This is an optimization exercise on Yosys and OpenROAD, whose aim is small area, not a production implementation. Function was checked by simulation only, so behaviour that the tests miss may differ from the original. No run shown here takes its clock network from TritonCTS; it comes from the design's own scripts or RTL. The clock input has no modelled driver; a real chip could not lean on it and would need a root buffer or a full tree. Power is estimated from default activity; no workload was simulated.

<file path="constraint.sdc">
create_clock -name core_clock -period 10.0 [get_ports {CLK}]
set_input_delay 2.0000 -clock core_clock [delete_from_list [all_inputs] [get_ports {CLK}]]
set_output_delay 2.0000 -clock core_clock [all_outputs]
set_load 0.01 [all_outputs]
</file>
<file path="flow/manual_cts.env">
MANUAL_CTS_GX=3
MANUAL_CTS_GY=3
MANUAL_CTS_CELL=sky130_fd_sc_hd__clkbuf_4
MANUAL_CTS_ROOT=sky130_fd_sc_hd__clkbuf_8
MANUAL_CTS_SLEW_PS=105
MANUAL_CTS_UPSIZE=sky130_fd_sc_hd__clkbuf_8
</file>
<file path="standard.sh">
#!/bin/bash
# synth_recipe.tcl (not shown) runs the flow's synth.tcl, then flattens the netlist and writes it again
# the make line also repeats each setting of config.mk as NAME=value (left out here)
make -C /OpenROAD-flow-scripts/flow DESIGN_CONFIG=/design/flow/config.mk WORK_HOME=/design/flow/orfs CLKGATE_MAP_FILE= SYNTH_SCRIPT=/design/flow/synth_recipe.tcl "${@:-finish}"
</file>
<file path="config.mk">
export PLATFORM = sky130hd
export DESIGN_NAME = GPIO_demo
export DESIGN_NICKNAME = GPIO_demo
export VERILOG_FILES = /design/flow/design.v
export SDC_FILE = /design/flow/constraint.sdc
export NUM_CORES = 4
export LEC_CHECK = 0
export CAP_MARGIN = 20
export CORE_MARGIN = 2
export CORE_UTILIZATION = 65
export PLACE_DENSITY = 0.8
export SLEW_MARGIN = 20
</file>
<file path="flow/deep.script.in">
strash
&get -n
&deepsyn -T @T@ -S @S@
&put
dch -f
amap
</file>
<file path="flow/reopt.tcl">
# Re-map the combinational logic of the standard synthesis netlist with a
# stronger ABC script. Flip-flop cells stay as they are (same names, same cells).
yosys -import
set lib $::env(FLOW_HOME)/platforms/$::env(FLOW_PLATFORM)/lib/sky130_fd_sc_hd__tt_025C_1v80.lib
set top $::env(FLOW_TOP)

read_liberty -ignore_miss_func $lib
blackbox sky130_fd_sc_hd__df* sky130_fd_sc_hd__edf* sky130_fd_sc_hd__sdf* sky130_fd_sc_hd__dl*
read_verilog $::env(REOPT_IN)
hierarchy -top $top
flatten
opt -purge
tee -o $::env(REOPT_OUT).before_stat.txt stat
abc -script $::env(REOPT_SCRIPT) -liberty $lib \
  -dont_use sky130_fd_sc_hd__lpflow_* -dont_use sky130_fd_sc_hd__probe* \
  -dont_use sky130_fd_sc_hd__clkdly* -dont_use sky130_fd_sc_hd__dlygate* \
  -dont_use sky130_fd_sc_hd__dlymetal* -dont_use sky130_fd_sc_hd__clkbuf* \
  -dont_use sky130_fd_sc_hd__clkinv*
read_liberty -lib -overwrite $lib
hierarchy -top $top
opt_clean -purge
hilomap -singleton -hicell sky130_fd_sc_hd__conb_1 HI -locell sky130_fd_sc_hd__conb_1 LO
insbuf -buf sky130_fd_sc_hd__buf_4 A X
splitnets
opt_clean -purge
check -assert -mapped
tee -o $::env(REOPT_OUT).stat.txt stat -liberty $lib
write_verilog -noattr -nohex -nodec $::env(REOPT_OUT)
</file>
<file path="design.v">
module debouncer (SIGNAL_I, CLK_I, RST_I, PRESS_O);
    input  [3:0] SIGNAL_I;
    input        CLK_I;
    input        RST_I;      
    output       PRESS_O;    
    parameter [9:0] CNT_POL = 10'b10_1010_1010;
    reg [9:0] cnt_q0, cnt_q1, cnt_q2, cnt_q3;    
    reg [3:0] sig_out_reg;
    wire [9:0] cnt0 = cnt_q0 ^ CNT_POL;
    wire [9:0] cnt1 = cnt_q1 ^ CNT_POL;
    wire [9:0] cnt2 = cnt_q2 ^ CNT_POL;
    wire [9:0] cnt3 = cnt_q3 ^ CNT_POL;
    wire [3:0] low_zero = {~|cnt3[8:0], ~|cnt2[8:0], ~|cnt1[8:0], ~|cnt0[8:0]};
    wire [3:0] at_max   = {cnt3[9], cnt2[9], cnt1[9], cnt0[9]} & low_zero;
    wire [3:0] clr = {4{RST_I}} | ~(SIGNAL_I ^ sig_out_reg);
    function [9:0] nxt;
        input [9:0] c;
        input       z;
        begin
            nxt = {c[8:0], c[9] ^ c[6] ^ z};
        end
    endfunction
    always @(posedge CLK_I) begin
        cnt_q0 <= (clr[0] ? 10'd0 : nxt(cnt0, low_zero[0])) ^ CNT_POL;
        cnt_q1 <= (clr[1] ? 10'd0 : nxt(cnt1, low_zero[1])) ^ CNT_POL;
        cnt_q2 <= (clr[2] ? 10'd0 : nxt(cnt2, low_zero[2])) ^ CNT_POL;
        cnt_q3 <= (clr[3] ? 10'd0 : nxt(cnt3, low_zero[3])) ^ CNT_POL;
    end
    always @(posedge CLK_I) begin
        if (RST_I) sig_out_reg <= 4'b0000;
        else       sig_out_reg <= sig_out_reg ^ at_max;
    end
    assign PRESS_O = |(at_max & ~sig_out_reg);
endmodule
module UART_TX_CTRL (CLK, RST, E_WRAP, V_LSB, PRESS, UART_TX);
    input  CLK;
    input  RST;       
    input  E_WRAP;    
    input  V_LSB;     
    input  PRESS;     
    output UART_TX;
    parameter [3:0] S_GUARD = 4'd9;
    parameter [3:0] S_WAIT  = 4'd10;
    parameter [3:0] S_PRESS = 4'd11;
    parameter [3:0] S_SEND  = 4'd13;
    parameter [3:0] S_IDLE  = 4'd14;
    parameter [3:0] S_STOP  = 4'd8;
    parameter [6:0] T_LOAD  = 7'd53;    
    parameter [6:0] T_LAST  = 7'd107;   
    parameter [5:0] C_WELCOME = 6'd33;
    parameter [5:0] C_BUTTON  = 6'd7;     
    reg [3:0] slot;
    reg [6:0] tmr;
    reg [5:0] chr;
    wire tmr_end = (tmr == T_LAST);
    wire timed   = (slot < 4'd9) || (slot > 4'd13);    
    wire last    = &chr[4:0];
    always @(posedge CLK) begin
        if (RST) slot <= S_GUARD;
        else case (slot)
            S_GUARD: if (E_WRAP && V_LSB) slot <= S_IDLE;
            S_WAIT:  if (PRESS) slot <= S_PRESS;
            S_STOP:  if (tmr_end) slot <= last ? (PRESS ? S_PRESS : S_WAIT) : S_SEND;
            4'd11, 4'd12, S_SEND: slot <= slot + 4'd1;
            default: if (tmr_end) slot <= slot + 4'd1;
        endcase
    end
    always @(posedge CLK) begin
        if (!timed) tmr <= T_LOAD;
        else        tmr <= {tmr[5:0], tmr[6] ^ tmr[5] ^ tmr_end};
    end
    always @(posedge CLK) begin
        if (slot == S_GUARD)      chr <= C_WELCOME;
        else if (slot == S_PRESS) chr <= C_BUTTON;
        else if (slot == S_SEND)  chr <= chr + 6'd1;
    end
    function [7:0] rom_byte;
        input [5:0] idx;
        begin
            case (idx)
                6'd8 : rom_byte = 8'h42;
                6'd9 : rom_byte = 8'h75;
                6'd10: rom_byte = 8'h74;
                6'd11: rom_byte = 8'h74;
                6'd12: rom_byte = 8'h6F;
                6'd13: rom_byte = 8'h6E;
                6'd14: rom_byte = 8'h20;
                6'd15: rom_byte = 8'h70;
                6'd16: rom_byte = 8'h72;
                6'd17: rom_byte = 8'h65;
                6'd18: rom_byte = 8'h73;
                6'd19: rom_byte = 8'h73;
                6'd20: rom_byte = 8'h20;
                6'd21: rom_byte = 8'h64;
                6'd22: rom_byte = 8'h65;
                6'd23: rom_byte = 8'h74;
                6'd24: rom_byte = 8'h65;
                6'd25: rom_byte = 8'h63;
                6'd26: rom_byte = 8'h74;
                6'd27: rom_byte = 8'h65;
                6'd28: rom_byte = 8'h64;
                6'd29: rom_byte = 8'h21;
                6'd30: rom_byte = 8'h0A;
                6'd31: rom_byte = 8'h0D;
                6'd33: rom_byte = 8'h0A;
                6'd34: rom_byte = 8'h0D;
                6'd35: rom_byte = 8'h41;
                6'd36: rom_byte = 8'h52;
                6'd37: rom_byte = 8'h54;
                6'd38: rom_byte = 8'h59;
                6'd39: rom_byte = 8'h20;
                6'd40: rom_byte = 8'h47;
                6'd41: rom_byte = 8'h50;
                6'd42: rom_byte = 8'h49;
                6'd43: rom_byte = 8'h4F;
                6'd44: rom_byte = 8'h2F;
                6'd45: rom_byte = 8'h55;
                6'd46: rom_byte = 8'h41;
                6'd47: rom_byte = 8'h52;
                6'd48: rom_byte = 8'h54;
                6'd49: rom_byte = 8'h20;
                6'd50: rom_byte = 8'h44;
                6'd51: rom_byte = 8'h45;
                6'd52: rom_byte = 8'h4D;
                6'd53: rom_byte = 8'h4F;
                6'd54: rom_byte = 8'h21;
                6'd55: rom_byte = 8'h20;
                6'd56: rom_byte = 8'h20;
                6'd57: rom_byte = 8'h20;
                6'd58: rom_byte = 8'h20;
                6'd59: rom_byte = 8'h20;
                6'd60: rom_byte = 8'h20;
                6'd61: rom_byte = 8'h0A;
                6'd62: rom_byte = 8'h0A;
                6'd63: rom_byte = 8'h0D;
                default: rom_byte = 8'h00;
            endcase
        end
    endfunction
    wire [7:0] cur_byte = rom_byte(chr);
    assign UART_TX = slot[3] ? ~(slot[2] & slot[1] & slot[0]) : cur_byte[slot[2:0]];
endmodule
module RGB_controller (GCLK, RST, E_WRAP, V_LSB, RED_O, GREEN_O, BLUE_O);
    input  GCLK;
    input  RST;         
    output E_WRAP;
    output V_LSB;
    output RED_O, GREEN_O, BLUE_O;
    parameter [10:0] E_START = 11'd614;     
    parameter [10:0] E_LAST  = 11'd1228;    
    parameter [10:0] E_POL   = 11'b010_1010_1010;
    reg [7:0]  wcnt;
    reg [10:0] ecnt_q;
    reg [8:0]  vcnt;
    wire [10:0] ecnt = ecnt_q ^ E_POL;
    assign E_WRAP = (ecnt == E_LAST);
    assign V_LSB  = vcnt[0];
    always @(posedge GCLK) begin
        if (RST) wcnt <= 8'hFF;
        else     wcnt <= wcnt + 8'd1;
    end
    always @(posedge GCLK) begin
        if (RST) ecnt_q <= E_START ^ E_POL;
        else     ecnt_q <= {ecnt[9:0], ecnt[10] ^ ecnt[8] ^ E_WRAP} ^ E_POL;
    end
    wire v_carry = E_WRAP & (&vcnt[6:0]);
    always @(posedge GCLK) begin
        if (RST) vcnt <= 9'd0;
        else begin
            vcnt[6:0] <= vcnt[6:0] + {6'd0, E_WRAP};
            if (v_carry) vcnt[8:7] <= {vcnt[7], ~vcnt[8] & ~vcnt[7]};
        end
    end
    wire inc_on = ~wcnt[7] & (vcnt[6:0] > wcnt[6:0]);
    wire dec_on = ~wcnt[7] & (~vcnt[6:0] > wcnt[6:0]);
    reg red, green, blue;
    always @(*) begin
        case (vcnt[8:7])
            2'b00:   begin red = inc_on; green = dec_on; blue = 1'b0;   end
            2'b01:   begin red = dec_on; green = 1'b0;   blue = inc_on; end
            default: begin red = 1'b0;   green = inc_on; blue = dec_on; end
        endcase
    end
    assign RED_O   = red;
    assign GREEN_O = green;
    assign BLUE_O  = blue;
endmodule
module GPIO_demo (
    SW, BTN, CLK, RST, LED, UART_TXD,
    RGB0_Red, RGB0_Green, RGB0_Blue,
    RGB1_Red, RGB1_Green, RGB1_Blue,
    RGB2_Red, RGB2_Green, RGB2_Blue,
    RGB3_Red, RGB3_Green, RGB3_Blue
);
    input  [3:0] SW;
    input  [3:0] BTN;
    input        CLK;
    input        RST;    
    output [3:0] LED;
    output       UART_TXD;
    output       RGB0_Red, RGB0_Green, RGB0_Blue;
    output       RGB1_Red, RGB1_Green, RGB1_Blue;
    output       RGB2_Red, RGB2_Green, RGB2_Blue;
    output       RGB3_Red, RGB3_Green, RGB3_Blue;
    assign LED = SW;
    wire press;      
    debouncer Inst_btn_debounce (
        .SIGNAL_I (BTN),
        .CLK_I    (CLK),
        .RST_I    (RST),
        .PRESS_O  (press)
    );
    wire pwm_red, pwm_green, pwm_blue;
    wire e_wrap;     
    wire v_lsb;      
    RGB_controller RGB_Core (
        .GCLK    (CLK),
        .RST     (RST),
        .E_WRAP  (e_wrap),
        .V_LSB   (v_lsb),
        .RED_O   (pwm_red),
        .GREEN_O (pwm_green),
        .BLUE_O  (pwm_blue)
    );
    assign RGB0_Red = pwm_red;  assign RGB0_Blue = pwm_green;  assign RGB0_Green = pwm_blue;
    assign RGB1_Red = pwm_red;  assign RGB1_Blue = pwm_green;  assign RGB1_Green = pwm_blue;
    assign RGB2_Red = pwm_red;  assign RGB2_Blue = pwm_green;  assign RGB2_Green = pwm_blue;
    assign RGB3_Red = pwm_red;  assign RGB3_Blue = pwm_green;  assign RGB3_Green = pwm_blue;
    UART_TX_CTRL u_uart_tx_ctrl (
        .CLK     (CLK),
        .RST     (RST),
        .E_WRAP  (e_wrap),
        .V_LSB   (v_lsb),
        .PRESS   (press),
        .UART_TX (UART_TXD)
    );
endmodule
</file>
<file path="flow/manual_cts.tcl">
# Clock buffering in place of TritonCTS: the clock port drives a few clock
# buffers (MANUAL_CTS_CELL), each driving the clock pins of the flip-flops in
# one group of nearby flip-flops: GX x GY groups, first a grid with equal
# counts per strip, then refined by k-means on the clock pin positions.
proc clock_tree_synthesis {args} {
  set gx [expr {[info exists ::env(MANUAL_CTS_GX)] ? $::env(MANUAL_CTS_GX) : 2}]
  set gy [expr {[info exists ::env(MANUAL_CTS_GY)] ? $::env(MANUAL_CTS_GY) : 2}]
  set cell [expr {[info exists ::env(MANUAL_CTS_CELL)] ? $::env(MANUAL_CTS_CELL) : "sky130_fd_sc_hd__clkbuf_8"}]
  set block [ord::get_db_block]
  set db [ord::get_db]
  set master [$db findMaster $cell]
  set clknet [[$block findBTerm CLK] getNet]
  set sinks {}
  foreach it [$clknet getITerms] {
    set bb [[$it getInst] getBBox]
    lappend sinks [list [expr {([$bb xMin] + [$bb xMax]) / 2}] [expr {([$bb yMin] + [$bb yMax]) / 2}] $it]
  }
  set sinks [lsort -integer -index 0 $sinks]
  # more than 4 leaf buffers: a root buffer drives them, so the clock port
  # itself drives a single cell
  set drv $clknet
  if {$gx * $gy > 4} {
    set rcell [expr {[info exists ::env(MANUAL_CTS_ROOT)] ? $::env(MANUAL_CTS_ROOT) : $cell}]
    set root [odb::dbInst_create $block [$db findMaster $rcell] "clkbuf_manual_root"]
    set drv [odb::dbNet_create $block "clknet_manual_root"]
    $drv setSigType CLOCK
    [$root findITerm A] connect $clknet
    [$root findITerm X] connect $drv
    set sx 0; set sy 0
    foreach s $sinks { set sx [expr {$sx + [lindex $s 0]}]; set sy [expr {$sy + [lindex $s 1]}] }
    $root setLocation [expr {$sx / [llength $sinks]}] [expr {$sy / [llength $sinks]}]
    $root setPlacementStatus PLACED
  }
  set n [llength $sinks]
  puts "manual CTS: $n sinks, ${gx}x${gy} x $cell"
  # initial groups: a GX x GY grid with equal counts per strip
  set groups {}
  for {set i 0} {$i < $gx} {incr i} {
    set strip [lsort -integer -index 1 [lrange $sinks [expr {$i * $n / $gx}] [expr {($i + 1) * $n / $gx - 1}]]]
    set m [llength $strip]
    for {set j 0} {$j < $gy} {incr j} {
      lappend groups [lrange $strip [expr {$j * $m / $gy}] [expr {($j + 1) * $m / $gy - 1}]]
    }
  }
  # refine with a few rounds of k-means on the pin positions
  set iters [expr {[info exists ::env(MANUAL_CTS_KMEANS)] ? $::env(MANUAL_CTS_KMEANS) : 10}]
  for {set it 0} {$it < $iters} {incr it} {
    set cents {}
    foreach grp $groups {
      if {[llength $grp] == 0} continue
      set sx 0; set sy 0
      foreach s $grp { set sx [expr {$sx + [lindex $s 0]}]; set sy [expr {$sy + [lindex $s 1]}] }
      lappend cents [list [expr {$sx / [llength $grp]}] [expr {$sy / [llength $grp]}]]
    }
    set groups {}
    foreach c $cents { lappend groups {} }
    foreach s $sinks {
      set best 0; set bd -1
      for {set k 0} {$k < [llength $cents]} {incr k} {
        set c [lindex $cents $k]
        set d [expr {abs([lindex $s 0] - [lindex $c 0]) + abs([lindex $s 1] - [lindex $c 1])}]
        if {$bd < 0 || $d < $bd} { set bd $d; set best $k }
      }
      lset groups $best [concat [lindex $groups $best] [list $s]]
    }
  }
  set g 0
  foreach grp $groups {
    if {[llength $grp] == 0} continue
    set buf [odb::dbInst_create $block $master "clkbuf_manual_$g"]
    set net [odb::dbNet_create $block "clknet_manual_$g"]
    $net setSigType CLOCK
    set sx 0; set sy 0
    foreach s $grp {
      set it [lindex $s 2]
      $it disconnect
      $it connect $net
      set sx [expr {$sx + [lindex $s 0]}]; set sy [expr {$sy + [lindex $s 1]}]
    }
    [$buf findITerm A] connect $drv
    [$buf findITerm X] connect $net
    set k [llength $grp]
    $buf setLocation [expr {$sx / $k}] [expr {$sy / $k}]
    $buf setPlacementStatus PLACED
    incr g
  }
  set_propagated_clock [all_clocks]
  # leaf buffers whose estimated worst clock-pin slew is over the limit are
  # upsized, repeatedly, along MANUAL_CTS_UPSIZE (a list of cells)
  set limit [expr {[info exists ::env(MANUAL_CTS_SLEW_PS)] ? $::env(MANUAL_CTS_SLEW_PS) : 100}]
  set sizes [expr {[info exists ::env(MANUAL_CTS_UPSIZE)] ? $::env(MANUAL_CTS_UPSIZE) : "sky130_fd_sc_hd__clkbuf_8 sky130_fd_sc_hd__clkbuf_16"}]
  foreach next $sizes {
    estimate_parasitics -placement
    for {set i 0} {$i < $g} {incr i} {
      set inst [$block findInst "clkbuf_manual_$i"]
      set worst 0
      foreach it [[[$inst findITerm X] getNet] getITerms] {
        if {[$it isInputSignal] || [$it getIoType] eq "INPUT"} {
          set pin [get_pins [[$it getInst] getName]/[[$it getMTerm] getName]]
          set sl [expr {[get_property $pin slew_max] * 1000.0}]
          if {$sl > $worst} { set worst $sl }
        }
      }
      puts "manual CTS: clkbuf_manual_$i [[$inst getMaster] getName] worst clock-pin slew $worst ps (estimate)"
      if {$worst > $limit} {
        $inst swapMaster [$db findMaster $next]
        puts "manual CTS: clkbuf_manual_$i -> $next"
      }
    }
  }
  estimate_parasitics -placement
}
</file>
<file path="flow/run.sh">
#!/bin/bash
# Layout flow: the standard synthesis, then a stronger ABC re-mapping of the
# combinational logic (registers are kept as they are: same names, same cells),
# then the standard ORFS flow from floorplan to finish, with smaller port buffers
# and clock tree settings from flow/cts_args.txt or flow/manual_cts.tcl.
# Each tool's full output goes to a log file of its own in the work folder.
set -euo pipefail
WORK=$(pwd)
RES=$WORK/orfs/results/$FLOW_PLATFORM/GPIO_demo/base
SEEDS="${REOPT_SEEDS:-1 2 3 4}"
DEEP_T="${REOPT_T:-240}"

bash standard.sh synth > $WORK/log_1_standard_synth.txt 2>&1

cp $RES/1_2_yosys.v $RES/1_2_yosys_standard.v
# several ABC runs with different seeds in parallel; keep the smallest result
for s in $SEEDS; do
  sed -e "s/@T@/$DEEP_T/" -e "s/@S@/$s/" $WORK/flow/deep.script.in > $WORK/deep_$s.script
  REOPT_IN=$RES/1_2_yosys_standard.v REOPT_OUT=$WORK/reopt_$s.v \
    REOPT_SCRIPT=$WORK/deep_$s.script \
    yosys -c $WORK/flow/reopt.tcl > $WORK/log_2_reopt_seed$s.txt 2>&1 &
done
wait
best=""; best_area=""
for s in $SEEDS; do
  [[ -f $WORK/reopt_$s.v.stat.txt ]] || continue
  a=$(awk '/Chip area/ {print $NF}' $WORK/reopt_$s.v.stat.txt)
  echo "seed $s area $a" >> $WORK/log_2_reopt_choice.txt
  if [[ -z "$best" ]] || awk -v a=$a -v b=$best_area 'BEGIN {exit !(a < b)}'; then best=$s; best_area=$a; fi
done
echo "chosen seed $best area $best_area" >> $WORK/log_2_reopt_choice.txt
cp $WORK/reopt_$best.v $RES/1_2_yosys.v

export BUFFER_PORTS_ARGS="-buffer_cell sky130_fd_sc_hd__buf_1"
if [[ -f $WORK/flow/cts_args.txt ]]; then
  export CTS_ARGS="$(cat $WORK/flow/cts_args.txt)"
fi
# flow/manual_cts.tcl, if present, replaces TritonCTS with a fixed buffer grid
# (settings in flow/manual_cts.env)
if [[ -f $WORK/flow/manual_cts.tcl ]]; then
  export PRE_CTS_TCL=$WORK/flow/manual_cts.tcl
  set -a; source $WORK/flow/manual_cts.env; set +a
fi
bash standard.sh finish > $WORK/log_3_standard_finish.txt 2>&1
</file>
==> impl_summary.txt, run 1 <==
----------------------------------------------------
[Outcome]
  Run status ... complete, no violations

[Global route]
  Pin count of the biggest net entering global routing ... 26
  Number of global-route vias before repair ... ~2,700
  Wire length of the first global-routing pass ... roughly 12,000 um
  GRT Residual Overflow ... 0
  Initial antenna violation count ... 0
  All-Layer GR Usage ... 0.232

[STA]
  Slew HR ... 0.522
  Max-slew violation count ... 0
  Worst Max-Slew Pin Slew ... 0.713 ns
  Worst Hold Margin ... 0.387 ns
  Final count of hold timing violations ... 0
  Final sum of negative setup slack ... 0 ns
  Post-route setup slack ... ~5.1 ns
  Final min period ... 4.89 ns
  Count of endpoints failing setup in the final report ... 0
  Setup repair after global routing missed its margin ... false
  Worst clock skew ... about 0.016 ns
  Maximum clock rate ... just over 0.2 GHz
  Post-route clock period utilization ... 0.489

[Clock tree]
  Clock transition time at the flip-flop clock pins of the worst setup and hold paths ... 0.08 ns
  Hold bufs inserted after CTS ... 0
  Clock latency on the worst-skew pair ... roughly 0.36 ns
  Post-cts sizing count ... 0
  Number of post-CTS setup repair buffers ... 0

[Setup path]
  Reg2reg start ... RGB_Core.ecnt_q[7]
  Kind of start point of the critical path ... flip-flop
  Critical path arrival ... slightly below 3 ns
  Required time of the critical path ... 8.00 ns
  Critical R2R Capture ... RGB_Core.vcnt[7]
  Number of cells on the worst reg-to-reg path ... 6
  Critical path class ... reg -> out
  FF-to-FF setup slack ... between 7 and 8 ns
  Largest fanout on the critical path ... 9
  Category of the worst setup path capture point ... primary output

[Layout]
  Final nets ... roughly 460
  Top library cells by usage in the layout, fill and taps aside ... dfxtp_1, nor2_1, nand2_1
  Area growth syn-to-layout ... 4.69%
  Largest Register ... RGB_Core.ecnt_q
  Proportion of layout cells with a drive suffix above 1 ... 0.0244
  N_diodes ... 0
  Number of flip-flops under the largest register name ... 11
  Layout filler cell count ... between 300 and 400
  Non-filler instance count after layout ... ~520

[Place]
  Estimated wirelength of the detail-placed design ... 5140 um
  Global placement routability congestion ... 0.935
  PortBufs ... 18
  Minimum setup slack after placement ... 5.50 ns
  Number of instances in the placed design ... about 500

[Power]
  Power density normalized to cell area ... about 230 mW/mm^2
  Static Leakage ... between 1 and 1.5 nW
  Peak ir drop on the vdd network ... approximately 0.15 mV

[Yosys]
  Post-synthesis cell area ... between 0.003 and 0.004 mm^2
  Post-synthesis instance total ... 435
  Mean instance size in the synthesized netlist ... between 8 and 9 um^2
  YS warnings ... 3
  Net count after synthesis ... ~450

[Floorplanning]
  Effective utilization at floorplan ... 0.681
  Area enclosed by the die boundary ... roughly 0.0060 mm^2
  Cell row count ... 26
  Total core area ... roughly 0.0052 mm^2
  Width of the die ... 77.6 um
  I/O pin total ... 27
  Die height ... between 70 and 80 um

[Hold path]
  Number of stages on the worst hold path ... 1
  Endpoint, Worst Hold ... Inst_btn_debounce.cnt_q0[3]
  Worst Hold Launch ... Inst_btn_debounce.cnt_q0[2]
  Type of the tightest min-delay check ... reg -> reg

[Routing]
  DR vias ... roughly 2,900
  Residual DRC count ... 0
  Avg Vias per Cell ... around 5.5
  Number of DRC markers after the initial detailed-route iteration ... between 100 and 150
  Total detailed-routing wirelength ... between 6000 and 7000 um
  Final antenna-violating net count ... 0
  Count of TritonRoute iterations in the first routing pass ... 4
  Average detailed-routed wire length per instance ... approximately 13 um

[Flow run]
  Max-capacitance violation count ... 0

----------------------------------------------------
==> worst max-delay path by stage <==
stage | depth (start not counted) | slack (ns) | endpoint | from
global route | 14 | 4.84 | UART_TXD | u_uart_tx_ctrl.chr[5]
detailed placement | 14 | 5.50 | UART_TXD | u_uart_tx_ctrl.chr[5]
finish | 14 | 5.11 | UART_TXD | u_uart_tx_ctrl.chr[5]
floorplan | 13 | 5.86 | UART_TXD | u_uart_tx_ctrl.chr[1]
CTS | 14 | 5.12 | UART_TXD | u_uart_tx_ctrl.chr[5]
global placement | 14 | 5.48 | UART_TXD | u_uart_tx_ctrl.chr[1]
==> cell type report <==
cell class / instances / area, um^2 / share of cell area
sequential: 89 / 1780 / 0.483
timing repair buffer: 19 / 75.1 / 0.0204
inverter: 44 / 165 / 0.0448
tap: 70 / 87.6 / 0.0237
multi-input combinational: 289 / 1480 / 0.401
buffer: 10 / 100 / 0.0271
==> critical path, stage by stage (launching register included) <==
cell,delay [ns]
dfxtp_1,0.50
inv_1,0.15
nor2_1,0.18
or3_1,0.15
a31oi_1,0.09
nor3_1,0.20
a21oi_1,0.12
nor3_1,0.17
o21ai_0,0.10
nor4b_1,0.16
o32a_1,0.29
nor2_1,0.10
nor3b_1,0.05
nor2_1,0.11
buf_1,0.16
==> through the flow <==
step,instance area (um^2),utilization,total power [mW]
final,3690,0.713,0.839
after global routing,3690,0.713,0.898
after CTS,3690,0.713,0.839
after detailed placement,3590,0.694,0.676
after global placement,3590,0.694,0.678
after floorplan,3520,-,0.620
==> per-layer routing <==
metal,vias to the layer above,GRT usage,routed length (um)
met4,0,0.0571,96
met3,9,0.0279,324
met5,-,0,0
met2,55,0.394,3350
met1,1306,0.315,3150
li1,1517,-,-
==> report_power, final <==
part | switching [mW] | leakage [nW] | internal (mW) | total, mW
clock | 0.101 | 0.0564 | 0.0640 | 0.165
sequential | 0.0432 | 0.728 | 0.389 | 0.432
combinational | 0.150 | 0.695 | 0.0928 | 0.243
total | 0.294 | 1.48 | 0.545 | 0.839
==> run 2, diff against run 1 <==
--- a/design.v
+++ b/design.v
@@ -72,7 +72,7 @@
     always @(posedge CLK) begin
         if (slot == S_GUARD)      chr <= C_WELCOME;
         else if (slot == S_PRESS) chr <= C_BUTTON;
-        else if (slot == S_SEND)  chr <= chr + 6'd1;
+        else if (slot == S_SEND)  chr[4:0] <= chr[4:0] + 5'd1;    
     end
     function [7:0] rom_byte;
         input [5:0] idx;
--- a/flow/run.sh
+++ b/flow/run.sh
@@ -7,7 +7,7 @@
 set -euo pipefail
 WORK=$(pwd)
 RES=$WORK/orfs/results/$FLOW_PLATFORM/GPIO_demo/base
-SEEDS="${REOPT_SEEDS:-1 2 3 4}"
+SEEDS="${REOPT_SEEDS:-1 2 3 4 5 6}"
 DEEP_T="${REOPT_T:-240}"
 
 bash standard.sh synth > $WORK/log_1_standard_synth.txt 2>&1
==> impl_summary.txt, run 2 <==
----------------------------------------------------
[Hold path]
  Type of the tightest min-delay check ... reg -> reg

[STA]
  Worst Hold Margin ... about 0.37 ns
  Final min period ... 5.11 ns
  Max-slew violation count ... 0
  Count of endpoints failing setup in the final report ... 0
  Post-route clock period utilization ... 0.511
  Final count of hold timing violations ... 0
  Worst Max-Slew Pin Slew ... between 0.6 and 0.7 ns
  Final sum of negative setup slack ... 0 ns
  Slew HR ... 0.553
  Maximum clock rate ... about 0.20 GHz
  Setup repair after global routing missed its margin ... false
  Worst clock skew ... about 0.034 ns

[Outcome]
  Run status ... complete, no violations

[Setup path]
  Category of the worst setup path capture point ... primary output
  Largest fanout on the critical path ... 10
  Critical path class ... reg -> out
  Required time of the critical path ... ~8 ns
  Kind of start point of the critical path ... flip-flop
  Critical path arrival ... between 3 and 4 ns

[Clock tree]
  Clock latency on the worst-skew pair ... 0.37 ns
  Post-cts sizing count ... 0
  Hold bufs inserted after CTS ... 0
  Number of post-CTS setup repair buffers ... 0
  Clock transition time at the flip-flop clock pins of the worst setup and hold paths ... approximately 0.11 ns

[Place]
  Placed Area ... about 0.0036 mm^2
  PortBufs ... 18
  Estimated wirelength of the detail-placed design ... 4740 um
  Global placement routability congestion ... approximately 1.1
  Number of instances in the placed design ... 508

[Layout]
  Final nets ... 460
  Area taken by flip-flops and latches ... roughly 0.0018 mm^2
  Layout filler cell count ... between 400 and 500
  Footprint of the multi-input gates ... 0.00148 mm^2
  Proportion of layout cells with a drive suffix above 1 ... 0.0246
  Top library cells by usage in the layout, fill and taps aside ... nor2_1, dfxtp_1, inv_1
  Design area ... ~0.0037 mm^2
  Final core utilization ... 0.711
  Largest Register ... RGB_Core.ecnt_q
  N_diodes ... 0
  Area growth syn-to-layout ... 4.52%
  Most common cell after layout, fill and taps aside ... nor2_1
  Number of flip-flops under the largest register name ... 11
  Non-filler instance count after layout ... slightly above 500

[Global route]
  GRT Residual Overflow ... 0
  All-Layer GR Usage ... 0.223
  Number of global-route vias before repair ... 2,733
  Initial antenna violation count ... 0
  Wire length of the first global-routing pass ... 11,600 um
  Pin count of the biggest net entering global routing ... 24

[Floorplanning]
  Effective utilization at floorplan ... 0.680
  Area enclosed by the die boundary ... roughly 0.0060 mm^2
  Width of the die ... just under 80 um
  Die height ... approximately 78 um
  Total core area ... between 0.005 and 0.006 mm^2
  Cell row count ... 26
  I/O pin total ... 27

[Power]
  Sw Share ... 0.353
  Internal power component ... about 540 uW
  Static Leakage ... 1.46 nW
  Power density normalized to cell area ... 225 mW/mm^2
  Power share of the clock group ... 0.194
  Gate power share ... 0.286
  Peak ir drop on the vdd network ... 0.146 mV
  Sequential share of power ... 0.521
  Net Sw Power ... roughly 300 uW

[Routing]
  Residual DRC count ... 0
  DR vias ... roughly 3,000
  Number of DRC markers after the initial detailed-route iteration ... between 200 and 250
  Count of TritonRoute iterations in the first routing pass ... 6
  Average detailed-routed wire length per instance ... approximately 13 um
  Avg Vias per Cell ... 5.78
  Final antenna-violating net count ... 0
  Total detailed-routing wirelength ... between 6000 and 7000 um

[Flow run]
  Max-capacitance violation count ... 0

[Yosys]
  Mean instance size in the synthesized netlist ... between 8 and 9 um^2
  YS warnings ... 3
  Post-synthesis cell area ... about 0.0035 mm^2
  Post-synthesis instance total ... 432
  Net count after synthesis ... approximately 440

----------------------------------------------------
==> run 2: power by group through the flow <==
stage / logic [mW] / registers, mW / clock network (mW)
floorplan: 0.188 / 0.426 / 0
global placement: 0.223 / 0.436 / 0
detailed placement: 0.229 / 0.437 / 0
CTS: 0.230 / 0.429 / 0.164
global route: 0.268 / 0.436 / 0.176
finish: 0.236 / 0.431 / 0.160
==> run 2: per-stage QoR <==
stage,setup WS (ns),power (mW)
after floorplan,5.85,0.614
after global placement,5.58,0.658
after detailed placement,5.40,0.666
after CTS,5.00,0.822
after global routing,4.67,0.881
final,4.89,0.828
==> run 2: cell type report <==
| type | instances | share of cell area |
|---|---|---|
| Buffer | 10 | 0.0255 |
| Inverter | 43 | 0.0439 |
| Multi-Input combinational cell | 287 | 0.402 |
| Sequential cell | 89 | 0.485 |
| Tap cell | 70 | 0.0238 |
| Timing Repair Buffer | 19 | 0.0204 |
==> run 2: path summary, 6_finish.rpt <==
kind	from	endpoint	slack, ns	cells after the start
worst min-delay path	Inst_btn_debounce.cnt_q2[6]	Inst_btn_debounce.cnt_q2[7]	0.37	1
worst max register to register	RGB_Core.ecnt_q[0]	RGB_Core.vcnt[8]	7.83	6
worst min register to register	Inst_btn_debounce.cnt_q2[6]	Inst_btn_debounce.cnt_q2[7]	0.37	1
worst max-delay path	u_uart_tx_ctrl.chr[2]	UART_TXD	4.89	13
==> run 2: worst max-delay path, stage by stage (launching register included) <==
cell      delay, ns
dfxtp_1        0.41
inv_1          0.19
nor2_1         0.23
nand2_1        0.09
o21ai_0        0.14
nand2_1        0.11
o221ai_1       0.23
nor4_1         0.08
o32ai_1        0.35
o211ai_1       0.17
o21bai_1       0.18
a222oi_1       0.26
o21bai_1       0.16
buf_1          0.16
==> run 2: metal layers <==
metal / global-route usage / wire, um / up-vias
li1: - / - / 1513
met1: 0.299 / 3000 / 1345
met2: 0.385 / 3000 / 100
met3: 0.0198 / 350 / 35
met4: 0.0607 / 229 / 0
met5: 0 / 0 / -
==> run 3, diff against run 2 <==
--- a/flow/run.sh
+++ b/flow/run.sh
@@ -7,8 +7,8 @@
 set -euo pipefail
 WORK=$(pwd)
 RES=$WORK/orfs/results/$FLOW_PLATFORM/GPIO_demo/base
-SEEDS="${REOPT_SEEDS:-1 2 3 4 5 6}"
-DEEP_T="${REOPT_T:-240}"
+SEEDS="${REOPT_SEEDS:-1 2 3 4 5 6 7 8}"
+DEEP_T="${REOPT_T:-150}"
 
 bash standard.sh synth > $WORK/log_1_standard_synth.txt 2>&1
 
==> flow/manual_cts.env (replaced) <==
MANUAL_CTS_GRIDS="3x3 4x2 2x4 3x4 4x3"
MANUAL_CTS_CELL=sky130_fd_sc_hd__clkbuf_4
MANUAL_CTS_ROOT=sky130_fd_sc_hd__clkbuf_4
MANUAL_CTS_SLEW_PS=100
MANUAL_CTS_UPSIZE="sky130_fd_sc_hd__clkbuf_8 sky130_fd_sc_hd__clkbuf_16"
==> flow/manual_cts.tcl (replaced) <==

proc mcts_env {name default} {
  if {[info exists ::env($name)] && $::env($name) ne ""} { return $::env($name) }
  return $default
}

proc mcts_area {cell} {
  return [get_property [lindex [get_lib_cells */$cell] 0] area]
}

# build one tree; returns {area insts nets}
proc mcts_build {gx gy} {
  set cell [mcts_env MANUAL_CTS_CELL sky130_fd_sc_hd__clkbuf_4]
  set rcell [mcts_env MANUAL_CTS_ROOT $cell]
  set limit [mcts_env MANUAL_CTS_SLEW_PS 100]
  set sizes [mcts_env MANUAL_CTS_UPSIZE "sky130_fd_sc_hd__clkbuf_8 sky130_fd_sc_hd__clkbuf_16"]
  set iters [mcts_env MANUAL_CTS_KMEANS 10]
  set block [ord::get_db_block]
  set db [ord::get_db]
  set master [$db findMaster $cell]
  set clknet [[$block findBTerm CLK] getNet]
  set insts {}; set nets {}
  set sinks {}
  foreach it [$clknet getITerms] {
    set bb [[$it getInst] getBBox]
    lappend sinks [list [expr {([$bb xMin] + [$bb xMax]) / 2}] [expr {([$bb yMin] + [$bb yMax]) / 2}] $it]
  }
  set sinks [lsort -integer -index 0 $sinks]
  set n [llength $sinks]
  set drv $clknet
  if {$gx * $gy > 4} {
    set root [odb::dbInst_create $block [$db findMaster $rcell] "clkbuf_manual_root"]
    set drv [odb::dbNet_create $block "clknet_manual_root"]
    $drv setSigType CLOCK
    lappend insts $root; lappend nets $drv
    [$root findITerm A] connect $clknet
    [$root findITerm X] connect $drv
    set sx 0; set sy 0
    foreach s $sinks { set sx [expr {$sx + [lindex $s 0]}]; set sy [expr {$sy + [lindex $s 1]}] }
    $root setLocation [expr {$sx / $n}] [expr {$sy / $n}]
    $root setPlacementStatus PLACED
  }
  set groups {}
  for {set i 0} {$i < $gx} {incr i} {
    set strip [lsort -integer -index 1 [lrange $sinks [expr {$i * $n / $gx}] [expr {($i + 1) * $n / $gx - 1}]]]
    set m [llength $strip]
    for {set j 0} {$j < $gy} {incr j} {
      lappend groups [lrange $strip [expr {$j * $m / $gy}] [expr {($j + 1) * $m / $gy - 1}]]
    }
  }
  for {set it 0} {$it < $iters} {incr it} {
    set cents {}
    foreach grp $groups {
      if {[llength $grp] == 0} continue
      set sx 0; set sy 0
      foreach s $grp { set sx [expr {$sx + [lindex $s 0]}]; set sy [expr {$sy + [lindex $s 1]}] }
      lappend cents [list [expr {$sx / [llength $grp]}] [expr {$sy / [llength $grp]}]]
    }
    set groups {}
    foreach c $cents { lappend groups {} }
    foreach s $sinks {
      set best 0; set bd -1
      for {set k 0} {$k < [llength $cents]} {incr k} {
        set c [lindex $cents $k]
        set d [expr {abs([lindex $s 0] - [lindex $c 0]) + abs([lindex $s 1] - [lindex $c 1])}]
        if {$bd < 0 || $d < $bd} { set bd $d; set best $k }
      }
      lset groups $best [concat [lindex $groups $best] [list $s]]
    }
  }
  set leaves {}
  set g 0
  foreach grp $groups {
    if {[llength $grp] == 0} continue
    set buf [odb::dbInst_create $block $master "clkbuf_manual_$g"]
    set net [odb::dbNet_create $block "clknet_manual_$g"]
    $net setSigType CLOCK
    lappend insts $buf; lappend nets $net; lappend leaves $buf
    set sx 0; set sy 0
    foreach s $grp {
      set it [lindex $s 2]
      $it disconnect
      $it connect $net
      set sx [expr {$sx + [lindex $s 0]}]; set sy [expr {$sy + [lindex $s 1]}]
    }
    [$buf findITerm A] connect $drv
    [$buf findITerm X] connect $net
    set k [llength $grp]
    $buf setLocation [expr {$sx / $k}] [expr {$sy / $k}]
    $buf setPlacementStatus PLACED
    incr g
  }
  set_propagated_clock [all_clocks]
  set worst_all 0
  foreach next [concat $sizes {{}}] {
    estimate_parasitics -placement
    set worst_all 0
    foreach inst $leaves {
      set worst 0
      foreach it [[[$inst findITerm X] getNet] getITerms] {
        if {[$it getIoType] eq "INPUT"} {
          set pin [get_pins [[$it getInst] getName]/[[$it getMTerm] getName]]
          set sl [expr {[get_property $pin slew_max] * 1000.0}]
          if {$sl > $worst} { set worst $sl }
        }
      }
      if {$worst > $worst_all} { set worst_all $worst }
      if {$worst > $limit && $next ne ""} {
        $inst swapMaster [$db findMaster $next]
      }
    }
  }
  set area 0
  foreach inst $insts { set area [expr {$area + [mcts_area [[$inst getMaster] getName]]}] }
  # a tree still over the limit after all upsizing counts as unusable
  if {$worst_all > $limit} { set area [expr {$area + 1e6}] }
  puts "manual CTS: grid ${gx}x${gy}: [llength $leaves] leaves, buffer area $area um2, worst clock-pin slew $worst_all ps (estimate)"
  return [list $area $insts $nets]
}

proc mcts_undo {insts nets} {
  set block [ord::get_db_block]
  set clknet [[$block findBTerm CLK] getNet]
  foreach net $nets {
    foreach it [$net getITerms] {
      set inst [$it getInst]
      if {[lsearch -exact $insts $inst] >= 0} continue
      $it disconnect
      $it connect $clknet
    }
  }
  foreach inst $insts { odb::dbInst_destroy $inst }
  foreach net $nets { odb::dbNet_destroy $net }
}

proc clock_tree_synthesis {args} {
  set grids [mcts_env MANUAL_CTS_GRIDS "3x3"]
  set best ""; set best_area 0
  foreach gr $grids {
    lassign [split $gr x] gx gy
    lassign [mcts_build $gx $gy] area insts nets
    if {$best eq "" || $area < $best_area} { set best $gr; set best_area $area }
    mcts_undo $insts $nets
  }
  puts "manual CTS: chosen grid $best"
  lassign [split $best x] gx gy
  mcts_build $gx $gy
  estimate_parasitics -placement
}
==> impl_summary.txt, run 3 <==
----------------------------------------------------
[Routing]
  Count of TritonRoute iterations in the first routing pass ... 6
  Total detailed-routing wirelength ... between 6000 and 7000 um
  DR vias ... between 3,000 and 4,000
  Average detailed-routed wire length per instance ... about 13 um
  Residual DRC count ... 0
  Final antenna-violating net count ... 0
  Avg Vias per Cell ... slightly below 6
  Number of DRC markers after the initial detailed-route iteration ... approximately 260

[Power]
  Sequential share of power ... 0.519
  Static Leakage ... approximately 1.5 nW
  Peak ir drop on the vdd network ... between 0.1 and 0.15 mV
  Power density normalized to cell area ... around 230 mW/mm^2
  Final total power ... roughly 830 uW
  Power share of the clock group ... 0.195
  Internal power component ... around 540 uW
  Gate power share ... 0.286
  Sw Share ... 0.355
  Net Sw Power ... around 300 uW

[Place]
  Number of instances in the placed design ... slightly above 500
  Global placement routability congestion ... between 1 and 1.5
  Minimum setup slack after placement ... around 5.4 ns
  Placed Area ... 0.00358 mm^2
  Estimated wirelength of the detail-placed design ... roughly 4700 um
  PortBufs ... 18

[Setup path]
  Total buffers and inverters traversed by the critical path ... 2
  Kind of start point of the critical path ... flip-flop
  Largest fanout on the critical path ... 10
  Cell breakdown of the critical path ... inv_1, nor2_1, nand2_1, o21ai_0, nand2_1, o221ai_1, nor4_1, o32ai_1, o211ai_1, o21bai_1, a222oi_1, o21bai_1, buf_1
  Category of the worst setup path capture point ... primary output
  Family of cells with the greatest summed delay on the critical path ... compound AO/OA/AOI/OAI gates
  Required time of the critical path ... about 8.0 ns
  Critical path arrival ... 3.26 ns
  CP peak stage delay ... 0.40 ns
  FF-to-FF setup slack ... around 8 ns
  Slowest cell on the critical path ... dfxtp_1
  Critical path class ... reg -> out

[STA]
  Worst Max-Slew Pin Slew ... 0.664 ns
  Post-route setup slack ... between 4 and 5 ns
  Post-route clock period utilization ... 0.526
  Max-slew violation count ... 0
  Maximum clock rate ... 0.190 GHz
  Setup repair after global routing missed its margin ... false
  Worst Hold Margin ... 0.379 ns
  Count of endpoints failing setup in the final report ... 0
  Final sum of negative setup slack ... 0 ns
  Slew HR ... 0.555
  Worst clock skew ... approximately 0.036 ns
  Final min period ... approximately 5.3 ns
  Final count of hold timing violations ... 0

[Layout]
  Largest Register ... RGB_Core.ecnt_q
  Design area ... approximately 0.0037 mm^2
  N_diodes ... 0
  Final core utilization ... 0.712
  Area growth syn-to-layout ... 4.62%
  Top library cells by usage in the layout, fill and taps aside ... nor2_1, dfxtp_1, inv_1
  Number of flip-flops under the largest register name ... 11
  Proportion of layout cells with a drive suffix above 1 ... 0.0310
  Final nets ... between 400 and 500
  Non-filler instance count after layout ... roughly 520
  Most common cell after layout, fill and taps aside ... nor2_1

[Yosys]
  Mean instance size in the synthesized netlist ... roughly 8.1 um^2
  YS warnings ... 3
  Post-synthesis instance total ... ~430
  Post-synthesis cell area ... 0.00352 mm^2
  Net count after synthesis ... between 400 and 500

[Clock tree]
  Post-cts sizing count ... 0
  Hold bufs inserted after CTS ... 0
  Clock latency on the worst-skew pair ... about 0.46 ns
  Clock transition time at the flip-flop clock pins of the worst setup and hold paths ... approximately 0.080 ns
  Number of post-CTS setup repair buffers ... 0

[Floorplanning]
  I/O pin total ... 27
  Width of the die ... roughly 78 um
  Cell row count ... 26
  Effective utilization at floorplan ... 0.680
  Total core area ... just over 0.005 mm^2
  Die height ... 77.6 um
  Area enclosed by the die boundary ... 0.00602 mm^2

[Global route]
  Wire length of the first global-routing pass ... between 10,000 and 15,000 um
  Global route hottest layer ... met2
  Number of global-route vias before repair ... around 2,700
  Met3 capacity usage during global routing ... 0.0198
  Initial antenna violation count ... 0
  All-Layer GR Usage ... 0.226
  GRT Residual Overflow ... 0
  GR Layer Usage met2 ... 0.386
  M1 GR Usage ... 0.306
  Pin count of the biggest net entering global routing ... 24

[Flow run]
  Max-capacitance violation count ... 0

[Hold path]
  Type of the tightest min-delay check ... reg -> reg

[Outcome]
  Run status ... complete, no violations

----------------------------------------------------
-- run 3: cell count changes in the layout (fill, tap and decap cells not counted) --
cell,before,now
clkbuf_4,7,13
clkbuf_8,3,0
-- run 3: final timing paths --
kind / startpoint / endpoint / depth (start not counted)
max: u_uart_tx_ctrl.chr[2] / UART_TXD / 13
min: Inst_btn_debounce.cnt_q1[8] / Inst_btn_debounce.cnt_q1[9] / 1
max reg2reg: RGB_Core.ecnt_q[0] / RGB_Core.vcnt[8] / 6
min reg2reg: Inst_btn_debounce.cnt_q1[8] / Inst_btn_debounce.cnt_q1[9] / 1
-- run 3: cell type report --
cell class	count	area [um^2]
Timing Repair Buffer	19	75.1
Tap cell	70	87.6
Inverter	43	161
Fill cell	425	1490
Multi-Input combinational cell	287	1480
Sequential cell	89	1780
Buffer	13	97.6
-- run 3: worst register-to-register path, delay by kind of cell (launching register included) --
family / cells / cell delay, ns
simple gates: 5 / 1.51
flops: 1 / 0.33
compound gates: 1 / 0.26
-- run 3: power groups by stage --
stage | clock (mW) | sequential (mW) | combinational, mW
after floorplan | 0 | 0.426 | 0.188
after global placement | 0 | 0.436 | 0.223
after detailed placement | 0 | 0.437 | 0.229
after CTS | 0.166 | 0.429 | 0.230
after global routing | 0.181 | 0.436 | 0.269
final | 0.162 | 0.431 | 0.238
-- run 3: routing by layer --
metal  wire [um]  part of all wire
met2        3050              0.46
met1        3000              0.45
met4         188             0.028
met5           0                 0
met3         427             0.064

## re-timing with driven ports
No port has a modelled driver above. Below, the same layouts with a new extraction and two added sets of constraints. Step 1 assumes that a clkbuf_16 drives the clock port and a buf_2 every other input. Step 2 times the ports against the registers' clock, not the clock port: input delays grow and output delays shrink by t, the midpoint of the rising clock arrivals with the driver on. Three values: ideal ports, drivers, drivers and shift; two values: the first two.
run	t (ns)	setup WS [ns]	hold WS [ns]	worst data-port slew with drivers (ns)	cell pins on the clock port's net
run 1	0.376	5.115 / 5.087 / 5.463	0.387 / 0.387 / 0.387	0.07	1
run 2	0.377	4.885 / 4.859 / 5.236	0.365 / 0.365 / 0.365	0.06	1
run 3	0.462	4.745 / 4.720 / 5.182	0.379 / 0.379 / 0.379	0.06	1
After both steps setup and hold are still met in every run listed.
